Source: an optimization exercise on an open RTL-to-GDS flow (aim: a short achievable clock period and few clock cycles). Production flows keep margins and buffers that such runs may drop. In this exercise RTL edits were held to simulation tests only and were not proved equivalent to the original. No activity file was given, so power comes from the tool's default toggle rates.

===== flow/constraint.sdc =====
create_clock -name core_clock -period 12.0 [get_ports {clk}]
set_input_delay 2.4000 -clock core_clock [delete_from_list [all_inputs] [get_ports {clk}]]
set_output_delay 2.4000 -clock core_clock [all_outputs]
set_load 0.01 [all_outputs]

===== flow/design.v =====
module ARM(input clk,rst,
           output [31:0] imem_addr,
           input [31:0] imem_rdata,
           output [31:0] dmem_addr,dmem_wdata,
           output dmem_we,
           input [31:0] dmem_rdata);
  function cpass(input [3:0] c, input [3:0] f);
    reg n,z,cf,v;
    begin
      {n,z,cf,v}=f;
      case(c)
        4'd0: cpass=z;
        4'd1: cpass=!z;
        4'd2: cpass=cf;
        4'd3: cpass=!cf;
        4'd4: cpass=n;
        4'd5: cpass=!n;
        4'd6: cpass=v;
        4'd7: cpass=!v;
        4'd8: cpass=cf&!z;
        4'd9: cpass=!cf|z;
        4'd10: cpass=(n==v);
        4'd11: cpass=(n!=v);
        4'd12: cpass=!z&(n==v);
        4'd13: cpass=z|(n!=v);
        4'd14: cpass=1'b1;
        default: cpass=1'b0;
      endcase
    end
  endfunction
  reg [31:0] pc;
  reg        d_valid,d_bpend,d_guess;
  reg [31:0] d_ir,d_pc4;
  reg [15:0] d_noh,d_moh,d_doh;      
  reg        d_byp_n,d_byp_m,d_byp_d;  
  reg        d_mt_n,d_mt_m,d_mt_d;   
  reg        rst_q;                  
  reg        e_valid,e_wb,e_setf,e_ld,e_br,e_guess;
  reg [3:0]  e_cond,e_rd;
  reg        e_inv,e_cinc,e_sub,e_arith,e_mov,e_and,e_orr,e_eor;
  reg [31:0] e_a,e_b;                
  reg        e_fwd_a,e_fwd_b;
  reg [31:0] e_alt;
  reg [31:0] m_addr,m_wdata;
  reg        m_we;
  reg [3:0]  flags;                  
  reg [31:0] w_res;                  
  reg [3:0]  w_rd;
  reg        w_wr;
  reg [31:0] rf [0:14];
  assign imem_addr=pc;
  assign dmem_addr=m_addr;
  assign dmem_wdata=m_wdata;
  assign dmem_we=m_we;
  wire e_pass=cpass(e_cond,flags);
  wire e_wr=e_valid&e_wb&e_pass&(e_rd!=4'd15);
  wire e_sf=e_valid&e_setf&e_pass;
  wire [31:0] A=e_fwd_a ? w_res : e_a;
  wire [31:0] Bx=e_fwd_b ? (w_res^{32{e_inv}}) : e_b;
  wire        cin=e_cinc ? flags[1] : e_sub;
  wire [32:0] sum={1'b0,A}+{1'b0,Bx}+{32'd0,cin};
  wire [31:0] lres=({32{e_mov}}&Bx)|({32{e_and}}&(A&Bx))|
                   ({32{e_orr}}&(A|Bx))|({32{e_eor}}&(A^Bx));
  wire [31:0] res=e_arith ? sum[31:0] : lres;
  wire [31:0] zp=A^Bx;
  wire [31:0] zk={A[30:0]|Bx[30:0],cin};
  wire        z_sum=&(zp^~zk);
  wire nf=res[31];
  wire zf=e_arith ? z_sum : ~|lres;
  wire cf=e_arith ? (sum[32]^e_sub) : flags[1];
  wire vf=e_arith ? ((A[31]==Bx[31])&(A[31]!=sum[31])) : flags[0];
  wire [31:0] e_final=e_ld ? dmem_rdata : res;
  wire e_mispred=e_valid&e_br&(e_pass!=e_guess);
  wire [3:0]  d_cond=d_ir[31:28];
  wire [1:0]  d_mode=d_ir[27:26];
  wire        d_I=d_ir[25];
  wire [3:0]  d_opc=d_ir[24:21];
  wire        d_S=d_ir[20];
  wire [3:0]  d_rn=d_ir[19:16];
  wire [3:0]  d_rd=d_ir[15:12];
  wire [11:0] d_opnd=d_ir[11:0];
  wire [3:0]  d_rm=d_opnd[3:0];
  wire [4:0]  d_sh=d_opnd[11:7];
  wire op_mov=(d_opc==4'b1101),op_mvn=(d_opc==4'b1111),op_add=(d_opc==4'b0100),
       op_adc=(d_opc==4'b0101),op_sub=(d_opc==4'b0010),op_sbc=(d_opc==4'b0110),
       op_and=(d_opc==4'b0000),op_orr=(d_opc==4'b1100),op_eor=(d_opc==4'b0001),
       op_cmp=(d_opc==4'b1010),op_tst=(d_opc==4'b1000);
  wire is_dp=(d_mode==2'b00)&(op_mov|op_mvn|op_add|op_adc|op_sub|op_sbc|op_and|op_orr|op_eor|op_cmp|op_tst);
  wire is_mem=(d_mode==2'b01)&(d_opc==4'b0100);
  wire is_ld=is_mem&d_S;
  wire is_st=is_mem&!d_S;
  wire dp_wb=is_dp&!op_cmp&!op_tst;
  wire dp_setf=is_dp&(d_S|op_cmp|op_tst);
  wire shifted=is_dp&!d_I&!d_opnd[4]&(d_sh!=5'd0);
  wire needs_flags=(d_cond!=4'd14)&(d_cond!=4'd15);
  wire inv_b=op_sub|op_sbc|op_cmp|op_mvn;
  reg  [31:0] rf_n,rf_m,rf_d;
  integer k;
  always @(*) begin
    rf_n=32'd0; rf_m=32'd0; rf_d=32'd0;
    for(k=0;k<15;k=k+1) begin
      rf_n=rf_n|({32{d_noh[k]}}&rf[k]);
      rf_m=rf_m|({32{d_moh[k]}}&rf[k]);
      rf_d=rf_d|({32{d_doh[k]}}&rf[k]);
    end
  end
  wire [31:0] rv_n=rf_n|({32{d_byp_n}}&w_res);
  wire [31:0] rv_m=rf_m|({32{d_byp_m}}&w_res);
  wire [31:0] rv_d=rf_d|({32{d_byp_d}}&w_res);
  wire dep_n=d_mt_n&e_pass;
  wire dep_m=d_mt_m&e_pass;
  wire dep_d=d_mt_d&e_pass;
  wire stall=d_valid&((is_mem&dep_n)|(shifted&dep_m)|(is_st&needs_flags&e_sf));
  wire [4:0]  rot={d_opnd[11:8],1'b0};
  wire [63:0] immx={32'd0,24'd0,d_opnd[7:0]};
  wire [63:0] immr={immx[31:0],immx[31:0]}>>rot;
  wire [63:0] rorx={rv_m,rv_m}>>d_sh;
  reg  [31:0] shv;
  always @(*) begin
    case(d_opnd[6:5])
      2'b00: shv=rv_m<<d_sh;
      2'b01: shv=rv_m>>d_sh;
      2'b10: shv=$signed(rv_m)>>>d_sh;
      default: shv=rorx[31:0];
    endcase
  end
  wire [31:0] op2=d_I ? immr[31:0] : (shifted ? shv : rv_m);
  wire        fwd_b=!d_I&!shifted&dep_m;
  wire [12:0] a_lo={1'b0,rv_n[11:0]}+{1'b0,d_opnd};
  wire [19:0] a_hi=rv_n[31:12];
  wire [19:0] a_hi_p=a_hi+20'd1;
  wire [19:0] a_hi_m=a_hi-20'd1;
  wire [19:0] a_top;
  CSel #(20) a_sel(.s(d_opnd[11]),.c(a_lo[12]),.x(a_hi),.p(a_hi_p),.m(a_hi_m),.y(a_top));
  wire [31:0] addr={a_top,a_lo[11:0]};
  wire [31:0] sdata=dep_d ? e_final : rv_d;
  wire [31:0] d_tgt=d_pc4+{{6{d_ir[23]}},d_ir[23:0],2'b00};
  wire d_br=d_valid&d_bpend;
  wire d_take=cpass(d_cond,flags);
  wire d_redirect=d_br&!e_sf&(d_take!=d_guess);
  wire [31:0] d_newpc=d_take ? d_tgt : d_pc4;
  wire [31:0] pc4=pc+32'd4;
  wire [3:0]  f_cond=imem_rdata[31:28];
  wire        f_isbr=(imem_rdata[27:26]==2'b10);
  wire        d_sf=d_valid&dp_setf;
  wire        f_known=(f_cond==4'd14)|(f_cond==4'd15)|!(d_sf|e_sf);
  wire        f_guess=f_known ? cpass(f_cond,flags) : imem_rdata[23];
  wire        f_short=(imem_rdata[23:7]==17'd0)|(imem_rdata[23:7]==17'h1ffff);
  wire [21:0] h=pc[31:10];
  wire        hq=&pc[9:2];
  wire [21:0] h_p1=h+22'd1;
  wire [21:0] h_p2=h+22'd2;
  wire [21:0] h_m1=h-22'd1;
  wire [21:0] pc4_hi,pc4_hi_p,pc4_hi_m;
  Mux2 #(22) h_sel0(.s(hq),.a(h_p1),.b(h),.y(pc4_hi));
  Mux2 #(22) h_sel1(.s(hq),.a(h_p2),.b(h_p1),.y(pc4_hi_p));
  Mux2 #(22) h_sel2(.s(hq),.a(h),.b(h_m1),.y(pc4_hi_m));
  wire [8:0]  f_lo={1'b0,pc4[9:2]}+{1'b0,imem_rdata[7:0]};
  wire [21:0] f_hi;
  CSel #(22) f_sel(.s(imem_rdata[7]),.c(f_lo[8]),.x(pc4_hi),.p(pc4_hi_p),.m(pc4_hi_m),.y(f_hi));
  wire [31:0] f_tgt={f_hi,f_lo[7:0],pc4[1:0]};
  wire [3:0]  nx_rn=stall ? d_rn : imem_rdata[19:16];
  wire [3:0]  nx_rm=stall ? d_rm : imem_rdata[3:0];
  wire [3:0]  nx_rd=stall ? d_rd : imem_rdata[15:12];
  wire        nx_byp_n=e_wr&(e_rd==nx_rn);
  wire        nx_byp_m=e_wr&(e_rd==nx_rm);
  wire        nx_byp_d=e_wr&(e_rd==nx_rd);
  wire        d_wpot=d_valid&!stall&(dp_wb|is_ld)&(d_rd!=4'd15);
  wire        nx_mt_n=d_wpot&(d_rd==imem_rdata[19:16]);
  wire        nx_mt_m=d_wpot&(d_rd==imem_rdata[3:0]);
  wire        nx_mt_d=d_wpot&(d_rd==imem_rdata[15:12]);
  wire f_take=!e_mispred&!d_redirect&!stall&f_isbr&f_short&f_guess;
  wire [31:0] pc_other=e_mispred ? e_alt : (d_redirect ? d_newpc : (stall ? pc : pc4));
  wire [31:0] pc_next;
  Mux2 #(32) pc_mux(.s(f_take),.a(f_tgt),.b(pc_other),.y(pc_next));
  always @(posedge clk or posedge rst) begin
    if(rst) begin
      pc<=32'd0;
      d_valid<=1'b0;
      e_valid<=1'b0;
      m_we<=1'b0;
      flags<=4'd0;
      w_wr<=1'b0;
    end else begin
      pc<=pc_next;
      if(e_mispred|d_redirect) d_valid<=1'b0;
      else if(!stall) d_valid<=1'b1;
      e_valid<=d_valid&!stall&!e_mispred&(is_dp|is_mem|(d_bpend&e_sf));
      m_we<=d_valid&!stall&!e_mispred&is_st&cpass(d_cond,flags);
      if(e_sf) flags<={nf,zf,cf,vf};
      w_wr<=e_wr;
    end
  end
  always @(posedge clk) begin
    if(!stall) begin
      d_ir<=imem_rdata;
      d_pc4<=pc4;
      d_bpend<=f_isbr&(!f_known|!f_short);
      d_guess<=f_short&f_guess;
    end
    d_noh<=(16'd1<<nx_rn)&{16{!nx_byp_n}};
    d_moh<=(16'd1<<nx_rm)&{16{!nx_byp_m}};
    d_doh<=(16'd1<<nx_rd)&{16{!nx_byp_d}};
    d_byp_n<=nx_byp_n;
    d_byp_m<=nx_byp_m;
    d_byp_d<=nx_byp_d;
    d_mt_n<=nx_mt_n;
    d_mt_m<=nx_mt_m;
    d_mt_d<=nx_mt_d;
    e_cond<=d_cond;
    e_rd<=d_rd;
    e_wb<=dp_wb|is_ld;
    e_setf<=dp_setf;
    e_ld<=is_ld;
    e_br<=d_bpend;
    e_guess<=d_guess;
    e_alt<=d_guess ? d_pc4 : d_tgt;
    e_inv<=inv_b;
    e_cinc<=op_adc|op_sbc;
    e_sub<=op_sub|op_sbc|op_cmp;
    e_arith<=op_add|op_adc|op_sub|op_sbc|op_cmp;
    e_mov<=op_mov|op_mvn;
    e_and<=op_and|op_tst;
    e_orr<=op_orr;
    e_eor<=op_eor;
    e_a<=rv_n;
    e_b<=op2^{32{inv_b}};
    e_fwd_a<=dep_n;
    e_fwd_b<=fwd_b;
    m_addr<=addr;
    m_wdata<=sdata;
    w_res<=e_final;
    w_rd<=e_rd;
  end
  integer i;
  always @(posedge clk or posedge rst) begin
    if(rst) rst_q<=1'b1;
    else rst_q<=1'b0;
  end
  always @(posedge clk) begin
    if(rst_q) begin
      for(i=0;i<15;i=i+1) rf[i]<=i;
    end else if(w_wr) begin
      rf[w_rd]<=w_res;
    end
  end
endmodule
module Mux2 #(parameter W=32) (input s, input [W-1:0] a, b, output [W-1:0] y);
  assign y=s ? a : b;
endmodule
module CSel #(parameter W=20) (input s, c, input [W-1:0] x, p, m, output [W-1:0] y);
  assign y=s ? (c ? x : m) : (c ? p : x);
endmodule

===== flow/standard.sh =====
#!/bin/bash
# synth_recipe.tcl (not shown) runs the flow's synth.tcl, then flattens the netlist and writes it again
# the make line also repeats each setting of config.mk as NAME=value (left out here)
make -C /OpenROAD-flow-scripts/flow DESIGN_CONFIG=/design/flow/config.mk WORK_HOME=/design/flow/orfs CLKGATE_MAP_FILE= SYNTH_SCRIPT=/design/flow/synth_recipe.tcl "${@:-finish}"

===== flow/flow/run.sh =====
#!/bin/bash
# The standard layout (the standard.sh: unchanged synthesis, same clock and
# constraints). ORFS's timing repair is asked to leave a larger setup slack, and
# the port buffers are buf_4 cells instead of the default delay buffers.
set -euo pipefail
bash standard.sh SETUP_SLACK_MARGIN=8.5 "BUFFER_PORTS_ARGS=-buffer_cell sky130_fd_sc_hd__buf_4" finish > standard_flow.log 2>&1

===== flow/config.mk =====
export PLATFORM = sky130hd
export DESIGN_NAME = ARM
export DESIGN_NICKNAME = ARM
export VERILOG_FILES = /design/flow/design.v
export SDC_FILE = /design/flow/constraint.sdc
export NUM_CORES = 4
export LEC_CHECK = 0
export ABC_CLOCK_PERIOD_IN_PS = 2000
export CAP_MARGIN = 20
export CORE_MARGIN = 2
export CORE_UTILIZATION = 40
export PLACE_DENSITY = 0.6
export SLEW_MARGIN = 20
export SYNTH_HIERARCHICAL = 1
export SYNTH_MINIMUM_KEEP_SIZE = 0

==> notes.md <==
- The Yosys step of the flow raised 7 warnings.
- Drt drc: 0
* Cell at the root of the clock tree: clkbuf_16
- Data arrives at the worst endpoint at 4.69 ns.
- For this run, the detailed router's first-pass iteration total came to 13.
- Slew at the pin closest to its max-slew limit: 1.33 ns
- STA classifies the critical path startpoint as a primary input.
- TritonCTS built the clock tree.
- In this run the power density over the cells is 165 nW/um^2.
* Placed Cells: 7383
* Met2 usage in global routing: 52.0%
- The completed layout was analyzed and its total power is 0.0119 W.
- Vert. Die Dim: 380 um
- The number of hold violations in the final report is 0.
- Critical path startpoint: imem_rdata[0]
- The net count of the finished layout is 6283.
- Synthesis instantiated 99 different standard cells from the library.
* Total number of vias: 57794
* Slew Viols, Final: 0
- The kind of cell with the highest combined delay along the critical path is compound AO/OA/AOI/OAI gates.
* Detailed-route wire length: 310000 um
- Sequential element share of the synthesized area: 40.4%
* Top-level I/O count: 163
* Initial standard-cell utilization of the core: 40.4%
- The finished layout holds 8084 standard cells, fillers aside.
- Number of global-route vias before repair: 51463
* Relative max-transition margin: 11.0%
- For this run the aggregate overflow at the end of global routing stands at 0.
- 1st-iter DRT viols: 12311
- Overall die area: 144000 um^2
- Register Area: 23200 um^2
* Number of antenna violations at the first check in global routing: 40
- The synthesized netlist occupies a cell area of 56500 um^2.
* Overall fraction of global-route tracks in use: 38.5%
* CP endpoint kind: flop
- The clock drives 857 sinks.
* Average footprint of a synthesized cell: 9.84 um^2
* Pleak: 27.2 nW
- Grt met1 use: 49.2%
- Hold Path Class: flop to flop
* Number of filler cells placed in the layout: 12294
- The worst hold path begins at d_pc4[0].
- From left edge to right edge, the die measures 380 um.
* Fraction of layout instances using a drive strength above 1: 29.7%
* Hold bufs inserted after CTS: 0
- The first global-routing pass estimated 399000 um of wire.
* Largest cells by area after synthesis: edfxtp_1 29%, dfxtp_1 9.6%, and2_1 5.2%
- Of all nets on the critical path, the largest fanout is 6.
- Number of buffer and inverter stages on the critical path: 3
* Core Footprint: 140000 um^2
- Max reg flops: 480
- Number of max-cap violations: 0
* Total area of multi-input combinational cells: 34000 um^2
- Setup-violating endpoint count in the final report: 0
* Flip-flop and latch count after synthesis: 857
- In this design, the stage delay of the slowest critical-path cell is 0.35 ns.
* Num CTS Buffers: 98
- Max Buffers Root-to-Sink: 3
* Worst clock skew on the final layout: 0.0864 ns
- Counting flops per register, the top entry is rf.
- The final critical path takes up 33.9% of the cycle.
- Yosys mapped a number of flops with a built-in enable equal to 546.
- Wire per inst: 38.3 um
* CP required: 12.63 ns
- RSZ-0062 raised after global routing: yes
- Commonest cells post-synth: 546 x edfxtp_1, 472 x and2_1, 376 x nand2_1, 369 x clkbuf_1, 293 x a221oi_1
- The floorplan has 137 rows.
* Most area-hungry cell type in the Yosys netlist: edfxtp_1
- CTS clk-pin slew, worst paths: 0.06 ns
- Mapped Nets: 5930
- Count of buffers inserted at the top-level ports: 162
- Critical path, cell by cell: buf_12, ha_4, fa_2, a21o_1, a21oi_2, o21bai_1, a21oi_2, nor2b_1, o21ai_2, nand2b_4, buf_12, buf_16, mux2i_1, mux2_4
* Number of nets with antenna violations after detailed routing: 0
- The area growth from synthesis to layout is 28.0%.
- At the later pin of the worst-skew pair, clock insertion delay measures 0.78 ns.
* Routability-driven placement congestion ratio: 1.02
- Peak-usage layer in the global routing report: met2
* Met3 capacity usage during global routing: 17.5%
- Post-DP HPWL: 165000 um
- Of all flip-flops after synthesis, the portion carrying an async set or reset was 4.78%.
- Proportion of netlist area held by the largest area contributor: 29.0%
- The H-tree generated during clock tree synthesis spans 3 levels.
- Summed negative setup slack over all endpoints: 0 ns
- Worst R2R Start: d_noh[13]
- Across the VDD grid, the largest voltage drop is 0.129 mV.
* Detailed-route vias per instance: 7.15
- The slowest stage of the critical path is the fa_2 cell.
- Based on the critical path, the design can be clocked at up to 0.246 GHz.
* Top flip-flop cell by instance count after synthesis: edfxtp_1
* Run status: finished clean
- After technology mapping, the gate count stands at 5738.
- The critical path is of the primary input to flop type.
* Most common cell in the synthesized netlist: edfxtp_1
- Entering global routing, the biggest net connects 77 pins.
* Post-layout min period: 4.07 ns
## metal layers
| layer | vias to the layer above | part of all wire, % |
|---|---|---|
| li1 | 22474 | - |
| met5 | - | 0.16 |
| met2 | 5877 | 38 |
| met1 | 27604 | 35 |
| met3 | 1801 | 17 |
| met4 | 38 | 9.6 |
## placed cells by master, fill, tap and decap left out, types with 33 or more instances in the layout
cell	n
a221oi_1	238
a22o_1	265
inv_1	147
a31oi_1	33
edfxtp_1	546
dfxtp_4	51
mux2i_4	36
and2_1	467
o211ai_1	40
mux2_2	91
dfxtp_1	124
nor3_1	78
buf_6	152
a22oi_1	266
buf_12	75
mux2i_1	200
nand4_1	87
a221oi_2	36
a21oi_2	43
or3_1	36
a21oi_1	153
nand2_1	370
o21ai_0	171
xnor2_1	235
and3_1	36
buf_4	483
xor2_1	76
mux4_2	49
clkbuf_16	127
mux2_4	47
nor3_2	38
ha_1	92
nand3_1	92
dfxtp_2	95
nor2_1	241
## final timing paths
path | end | slack (ns) | cells after the start
worst min-delay path | e_alt[0] | 0.38 | 0
worst max register to register | m_addr[30] | 7.96 | 12
min in group asynchronous | pc[6] | 1.85 | 3
max in group asynchronous | flags[2] | 9.58 | 3
worst min register to register | e_alt[0] | 0.38 | 0
worst max-delay path | pc[31] | 7.93 | 14
## worst reg2reg max path, stage by stage, from the launching register on
cell and delay, ns:
dfxtp_4 0.48, buf_4 0.36, a22o_1 0.30, a221oi_1 0.23, nand4_1 0.80, ha_1 0.72
a21oi_4 0.21, o21ai_4 0.08, buf_12 0.14, buf_16 0.16, buf_16 0.18, nor3b_4 0.19
a211oi_2 0.06
## metrics by stage
| step | setup WS (ns) | cell area (um^2) | util, % | hold WS, ns |
|---|---|---|---|---|
| after floorplan | 7.49 | 56900 | - | 0.329 |
| after CTS | 7.98 | 67800 | 48.5 | 0.375 |
| final | 7.93 | 72300 | 51.7 | 0.375 |
| after global routing | 7.83 | 72200 | 51.6 | 0.394 |
| after global placement | 6.29 | 58900 | 42.1 | 0.357 |
| after detailed placement | 6.32 | 58900 | 42.1 | 0.366 |
## area by class of cell
cell class	count	share of cell area, %
inverters	168	0.919
repair buffers	777	12.0
flip-flops and latches	857	32.1
multi-input cells	4187	47.1
well taps	1876	3.25
clock buffers	135	3.84
diodes	31	0.107
repair inverters	2	0.0277
clock inverters	51	0.711
## cell families after synthesis
kind of cell,count (synthesis),share of synthesized area [%]
AO/OA/AOI/OAI,1573,20.5
XOR/XNOR,332,5.16
adder cells (fa/ha/maj),126,2.86
buffers and inverters,699,5.64
flip-flops,857,40.4
multiplexers,445,9.50
other,1,0.00664
AND/OR/NAND/NOR,1705,15.9
## power by group
| group | total (W) | internal [W] | switching (W) |
|---|---|---|---|
| sequential | 0.00408 | 0.00355 | 0.000534 |
| combinational | 0.00469 | 0.00210 | 0.00259 |
| clock | 0.00314 | 0.00176 | 0.00138 |
## timing repair
item | CTS | global route
gates cloned | 32 | 32
buffers inserted | 221 | 199
endpoints found under the setup margin | 349 | 310
resized for setup | 763 | 382
pin swaps | 99 | 174
Testbench counts, summed over its fixed seeds: cycles 24,737.

afterwards: timing with drivers on the ports:
No port has a modelled driver above. Below, the same layout with a new extraction and two added sets of constraints.
Step 1 assumes that a clkbuf_16 drives the clock port and a buf_2 every other input.
Step 2 moves the port delays by t, midway between the first and last clock arrival at a register: inputs arrive t later, outputs are due t later. That takes back most of the time a late clock gives input paths.
Three values: no drivers, after step 1, after step 2; two values: the first two.
t (ns): 0.826
setup WS [ns]: 7.930 / 7.957 / 7.144
worst hold slack (ns): 0.375 / 0.375 / 0.375
worst slew at a driven data input, ns: 0.21
After both steps this run still meets setup and hold. For this run, drivers alone change the setup slack by +0.027 ns; drivers and shift together by -0.786 ns.
